Context: an optimization exercise on an open-source flow, tuned for small area and a short achievable clock period. The choices shown serve that exercise and are no tape-out recipe.
RTL that was checked went through simulation tests only; none was proved equivalent to the original.
Power figures rest on the tool's default switching activity, not on a simulated workload.

Design FPadd, start of the top module:
module FPadd (
    input         ADD_SUB,
    input  [31:0] FP_A,
    input  [31:0] FP_B,
    input         clk,
    output reg [31:0] FP_Z
);
Settings: LEC_CHECK=0, CAP_MARGIN=20, CORE_MARGIN=2, CORE_UTILIZATION=55, CTS_BUF_LIST=sky130_fd_sc_hd__clkbuf_8, SETUP_SLACK_MARGIN=4.3, SLEW_MARGIN=20; clock period 7.0 ns.
standard.sh (not shown) runs the stock make flow with config.mk's settings and CLKGATE_MAP_FILE= SYNTH_SCRIPT=/design/flow/synth_recipe.tcl, a recipe that flattens the netlist after the stock synthesis.
==> flow/flow/run.sh <==
#!/bin/bash
# The standard layout (standard.sh: the standard ORFS synthesis through
# finish, unchanged) with two differences in how the layout is made:
#  - the buffers that global placement puts on every input and output port
#    are buf_2 cells instead of the default pick (clkdlybuf4s50_1, a slow
#    clock-delay cell);
#  - clock tree synthesis inserts no dummy loads.
set -euo pipefail
cd "$(dirname "$0")/.."
export BUFFER_PORTS_ARGS="-buffer_cell sky130_fd_sc_hd__buf_2"
export CTS_ARGS="-sink_clustering_enable -repair_clock_nets -dont_use_dummy_load -buf_list sky130_fd_sc_hd__clkbuf_8 -sink_clustering_size 16 -sink_clustering_max_diameter 80"
bash standard.sh > standard.log 2>&1
Edit:
--- a/flow/flow/run.sh
+++ b/flow/flow/run.sh
@@ -9,3 +9,3 @@
 cd "$(dirname "$0")/.."
-export BUFFER_PORTS_ARGS="-buffer_cell sky130_fd_sc_hd__buf_2"
+export BUFFER_PORTS_ARGS="-buffer_cell sky130_fd_sc_hd__buf_1"
 export CTS_ARGS="-sink_clustering_enable -repair_clock_nets -dont_use_dummy_load -buf_list sky130_fd_sc_hd__clkbuf_8 -sink_clustering_size 16 -sink_clustering_max_diameter 80"
- CORE_UTILIZATION: 55 -> 40
Die area rises by well over a third.
Count of clock-buffer cells in the layout rose by 1.
Cell area is higher slightly.
Total power falls slightly.
Via count is lower slightly.
Register-to-register slack is about the same.
Final cell count goes up by a little under a tenth.
Maximum frequency goes up slightly.
Setup slack gets better by 0.022 ns.
Synthesized cell count is unchanged.
Edit:
--- a/flow/flow/run.sh
+++ b/flow/flow/run.sh
@@ -9,3 +9,3 @@
 cd "$(dirname "$0")/.."
-export BUFFER_PORTS_ARGS="-buffer_cell sky130_fd_sc_hd__buf_1"
+export BUFFER_PORTS_ARGS="-buffer_cell sky130_fd_sc_hd__buf_2"
 export CTS_ARGS="-sink_clustering_enable -repair_clock_nets -dont_use_dummy_load -buf_list sky130_fd_sc_hd__clkbuf_8 -sink_clustering_size 16 -sink_clustering_max_diameter 80"
- SETUP_SLACK_MARGIN: 4.3 -> 4.2
Effect:
- critical path depth climbs by 5
- area after synthesis stays the same
- core utilization drops by 0.65 points
- count of clock-buffer cells in the layout is unchanged
- design area drops by 1.4%
- sequential share of layout area climbs by 0.46 points
- wire length drops by 1.4%
- global-route usage is about the same
- maximum frequency drops by 1.5%

========
run a:
The RTL this note starts from:
==> flow/design.v <==
module FPadd (
    input         ADD_SUB,
    input  [31:0] FP_A,
    input  [31:0] FP_B,
    input         clk,
    output reg [31:0] FP_Z
);
    integer i, l;
    wire [7:0]  eA = FP_A[30:23], eB = FP_B[30:23];
    wire        zA = ~|eA, zB = ~|eB;
    wire        ffA = &eA, ffB = &eB;
    wire        lowA = ~|eA[7:1], lowB = ~|eB[7:1];
    reg  [7:0]  elt, eeq;
    always @* begin
        elt = ~eA & eB;
        eeq = ~(eA ^ eB);
        for (l = 0; (1 << l) < 8; l = l + 1)
            for (i = 0; i < 8; i = i + 1)
                if (((i >> l) & 1) == 1) begin
                    elt[i] = elt[i] | (eeq[i] & elt[((i >> l) << l) - 1]);
                    eeq[i] = eeq[i] & eeq[((i >> l) << l) - 1];
                end
    end
    wire        dneg = elt[7] & ~lowB;
    wire        deq  = (eA == eB) | (lowA & lowB);
    wire [7:0]  dAB = eA - eB;
    wire [7:0]  dBA = eB - eA;
    wire        c   = zA ^ zB;
    wire [2:0]  hA = eA[7:5], hB = eB[7:5];
    wire        geAB = (eA[4:0] >= eB[4:0]), geBA = (eB[4:0] >= eA[4:0]);
    wire        eqL  = (eA[4:0] == eB[4:0]);
    wire        h2AB = ({1'b0, hA} >= {1'b0, hB} + 4'd2), h2BA = ({1'b0, hB} >= {1'b0, hA} + 4'd2);
    wire        h1AB = ({1'b0, hA} == {1'b0, hB} + 4'd1), h1BA = ({1'b0, hB} == {1'b0, hA} + 4'd1);
    wire        zAB  = h2AB | (h1AB & geAB & ~(c & eqL));
    wire        zBA  = h2BA | (h1BA & geBA & ~(c & eqL));
    wire [23:0] mA = {~zA, FP_A[22:0]}, mB = {~zB, FP_B[22:0]};
    reg  [23:0] lt, eqv;
    always @* begin
        lt  = ~mA & mB;
        eqv = ~(mA ^ mB);
        for (l = 0; (1 << l) < 24; l = l + 1)
            for (i = 0; i < 24; i = i + 1)
                if (((i >> l) & 1) == 1) begin
                    lt[i]  = lt[i] | (eqv[i] & lt[((i >> l) << l) - 1]);
                    eqv[i] = eqv[i] & eqv[((i >> l) << l) - 1];
                end
    end
    wire        swp = dneg | (deq & lt[23]);
    wire        xB  = FP_B[31] ^ ~ADD_SUB;
    reg  [23:0] ma1, mb1;
    reg         sa1, sub1, c1, swp1, shz1, nan1;
    reg  [4:0]  sh1;
    reg  [7:0]  e1;
    always @(posedge clk) begin
        ma1   <= mA;
        mb1   <= mB;
        sa1   <= FP_A[31];
        sub1  <= FP_A[31] ^ xB;
        c1    <= c & ~deq;
        swp1  <= swp;
        sh1   <= deq ? 5'd0 : (elt[7] ? dBA[4:0] : dAB[4:0]);
        shz1  <= ~deq & (elt[7] ? zBA : zAB);
        e1    <= elt[7] ? eB : eA;
        nan1  <= (ffA & |FP_A[22:0]) | (ffB & |FP_B[22:0]) | (ffA & ffB & ~ADD_SUB);
    end
    wire [23:0] L0  = swp1 ? mb1 : ma1;
    wire [23:0] S0  = swp1 ? (ma1 ^ {24{sub1}}) : (mb1 ^ {24{sub1}});
    wire [4:0]  sh  = sh1 - {4'd0, c1};
    wire        shz = shz1;
    wire [57:0] sw  = {{31{sub1}}, S0, {3{sub1}}} >> sh;
    wire [26:0] sal = shz ? {27{sub1}} : sw[26:0];
    reg  [23:0] l2;
    reg  [26:0] s2al;
    reg  [7:0]  e2;
    reg         sl2, sub2, nan2;
    always @(posedge clk) begin
        l2    <= L0;
        s2al  <= sal;
        e2    <= e1;
        sl2   <= sa1 ^ (swp1 & sub1);
        sub2  <= sub1;
        nan2  <= nan1;
    end
    wire [27:0] xo = {1'b0, l2, 3'b000};
    wire [27:0] yo = {sub2, s2al};
    reg  [27:0] g, p;
    always @* begin
        g = xo & yo;
        p = xo ^ yo;
        g[0] = g[0] | (p[0] & sub2);
        for (l = 0; (1 << l) < 28; l = l + 1)
            for (i = 0; i < 28; i = i + 1)
                if (((i >> l) & 1) == 1) begin
                    g[i] = g[i] | (p[i] & g[((i >> l) << l) - 1]);
                    p[i] = p[i] & p[((i >> l) << l) - 1];
                end
    end
    wire [27:0] M = (xo ^ yo) ^ {g[26:0], sub2};
    reg  [27:0] m3;
    reg  [7:0]  e3;
    reg         sl3, sub3, nan3;
    always @(posedge clk) begin
        m3   <= {M[27:1], 1'b0};
        e3   <= e2;
        sl3  <= sl2;
        sub3 <= sub2;
        nan3 <= nan2;
    end
    wire [31:0] w = {1'b0, m3[26:0], 1'b1, 3'b000};
    reg  [15:0] v1;  reg [15:0] c1l;
    reg  [7:0]  v2;  reg [15:0] c2l;
    reg  [3:0]  v3;  reg [11:0] c3l;
    reg  [1:0]  v4;  reg [7:0]  c4l;
    reg  [4:0]  cnt1;
    always @* begin
        for (i = 0; i < 16; i = i + 1) begin
            v1[i]  = w[2*i+1] | w[2*i];
            c1l[i] = ~w[2*i+1];
        end
        for (i = 0; i < 8; i = i + 1) begin
            v2[i] = v1[2*i+1] | v1[2*i];
            c2l[2*i+:2] = v1[2*i+1] ? {1'b0, c1l[2*i+1]} : {1'b1, c1l[2*i]};
        end
        for (i = 0; i < 4; i = i + 1) begin
            v3[i] = v2[2*i+1] | v2[2*i];
            c3l[3*i+:3] = v2[2*i+1] ? {1'b0, c2l[2*(2*i+1)+:2]} : {1'b1, c2l[2*(2*i)+:2]};
        end
        for (i = 0; i < 2; i = i + 1) begin
            v4[i] = v3[2*i+1] | v3[2*i];
            c4l[4*i+:4] = v3[2*i+1] ? {1'b0, c3l[3*(2*i+1)+:3]} : {1'b1, c3l[3*(2*i)+:3]};
        end
        cnt1 = v4[1] ? {1'b0, c4l[7:4]} : {1'b1, c4l[3:0]};
    end
    reg  [26:0] msk;
    always @* begin
        for (i = 0; i <= 26; i = i + 1)
            msk[i] = ({1'b0, e3} >= 9'd26 - i);
    end
    wire        zero = ~|m3;
    wire        top  = m3[27] | m3[26];
    wire        isDN = ~top & (e3 == 8'd1);
    wire        keep = top | (e3 == 8'd0) | isDN;
    wire        dnrm = ~|(m3[26:0] & msk);
    reg  [27:0] m4;
    reg  [4:0]  k4;
    reg  [7:0]  e4;
    reg         ez4, s4, nan4, inf4;
    always @(posedge clk) begin
        m4    <= m3;
        k4    <= m3[27] ? 5'd0 : keep ? 5'd1 : dnrm ? e3[4:0] : cnt1;
        e4    <= e3 + 8'd1;
        ez4   <= isDN | (~keep & dnrm) | zero;
        s4    <= sl3 & ~(sub3 & zero);
        nan4  <= nan3;
        inf4  <= (e3 == 8'hFF);   
    end
    wire [28:0] ml = {m4, 1'b0} << k4;
    wire [7:0]  en = ez4 ? 8'd0 : (e4 - {3'b000, k4});
    reg  [24:0] sig5;
    reg  [7:0]  e5;
    reg         s5, nan5, inf5;
    always @(posedge clk) begin
        sig5  <= ml[28:4];
        e5    <= en;
        s5    <= s4;
        nan5  <= nan4;
        inf5  <= inf4;
    end
    reg  [24:0] a;
    always @* begin
        a = sig5;
        for (l = 0; (1 << l) < 25; l = l + 1)
            for (i = 0; i < 25; i = i + 1)
                if (((i >> l) & 1) == 1)
                    a[i] = a[i] & a[((i >> l) << l) - 1];
    end
    wire [22:0] frac = sig5[23:1] ^ a[22:0];
    wire        rc   = a[24];
    wire [7:0]  ez   = rc ? (e5 + 8'd1) : e5;
    wire        infz = inf5 | (ez == 8'hFF);
    always @(posedge clk) begin
        if (nan5)
            FP_Z <= {s5, 8'hFF, 23'h400000};
        else if (infz)
            FP_Z <= {s5, 8'hFF, 23'h000000};
        else
            FP_Z <= {s5, ez, frac};
    end
endmodule
Settings: LEC_CHECK=0, CAP_MARGIN=20, CORE_MARGIN=2, CORE_UTILIZATION=55, CTS_BUF_LIST=sky130_fd_sc_hd__clkbuf_8, SETUP_SLACK_MARGIN=4.3, SLEW_MARGIN=20; clock period 7.0 ns.
==> flow/flow/run.sh <==
#!/bin/bash
# The standard layout (standard.sh: the standard ORFS synthesis through
# finish, unchanged) with two differences in how the layout is made:
#  - the buffers that global placement puts on every input and output port
#    are buf_2 cells instead of the default pick (clkdlybuf4s50_1, a slow
#    clock-delay cell);
#  - clock tree synthesis inserts no dummy loads.
set -euo pipefail
cd "$(dirname "$0")/.."
export BUFFER_PORTS_ARGS="-buffer_cell sky130_fd_sc_hd__buf_2"
export CTS_ARGS="-sink_clustering_enable -repair_clock_nets -dont_use_dummy_load -buf_list sky130_fd_sc_hd__clkbuf_8 -sink_clustering_size 16 -sink_clustering_max_diameter 80"
bash standard.sh > standard.log 2>&1
Run a ran to completion and came out clean on the timing, DRC and antenna checks.
Setup changes, run a to run b
--- a/flow/config.mk
+++ b/flow/config.mk
@@ -9,3 +9,3 @@
 export CORE_MARGIN = 2
-export CORE_UTILIZATION = 55
+export CORE_UTILIZATION = 40
 export CTS_BUF_LIST = sky130_fd_sc_hd__clkbuf_8
==> comparison <==
Run b | stages: all done | timing, DRC, antenna: all pass. Largest fanout on the critical path in run b vs run a: down 2. Run b against run a; number of instances resized during post-cts repair is down by a few percent. From run a to run b the numbers moved as follows: chip height has increased, post-route non-filler standard cell count grew by 123, die width up 27 um, number of fill cells now sits higher. Run b vs run a: met1 demand-to-capacity share in global routing down in run b. Route | run b vs run a | wire shorter in run b. Relative to run a, the switching power of run b is lower by about 2%. Looking at run b and run a, the sequential power is a wash.
No run of this note included a check of the RTL's function; only the layout flow was run.

==> separate check: timing with driven ports <==
No port has a modelled driver above. Below, the same layouts with a new extraction and two added sets of constraints. Step 1 assumes that a clkbuf_16 drives the clock port and a buf_2 every other input. Step 2 also shifts input and output timing later by t, the mid clock arrival at the registers, as if the neighbouring blocks saw the same clock. Three values: ideal ports, drivers, drivers and shift; two values: the first two.
| run | t, ns | setup WS [ns] | worst hold slack (ns) |
|---|---|---|---|
| the first run of note 1 | 0.580 | 4.335 / 4.339 / 3.759 | 0.322 / 0.322 / 0.322 |
| the second run of note 1 | 0.569 | 4.356 / 4.365 / 3.796 | 0.323 / 0.323 / 0.323 |
| the third run of note 1 | 0.582 | 4.316 / 4.342 / 3.760 | 0.330 / 0.330 / 0.330 |
| run a | 0.567 | 4.246 / 4.207 / 3.641 | 0.326 / 0.326 / 0.326 |
| run b | 0.583 | 4.249 / 4.233 / 3.650 | 0.330 / 0.330 / 0.330 |
After both steps every run listed still meets setup and hold. For run a, which loses most, drivers alone change the setup slack by -0.039 ns; drivers and shift together by -0.605 ns.
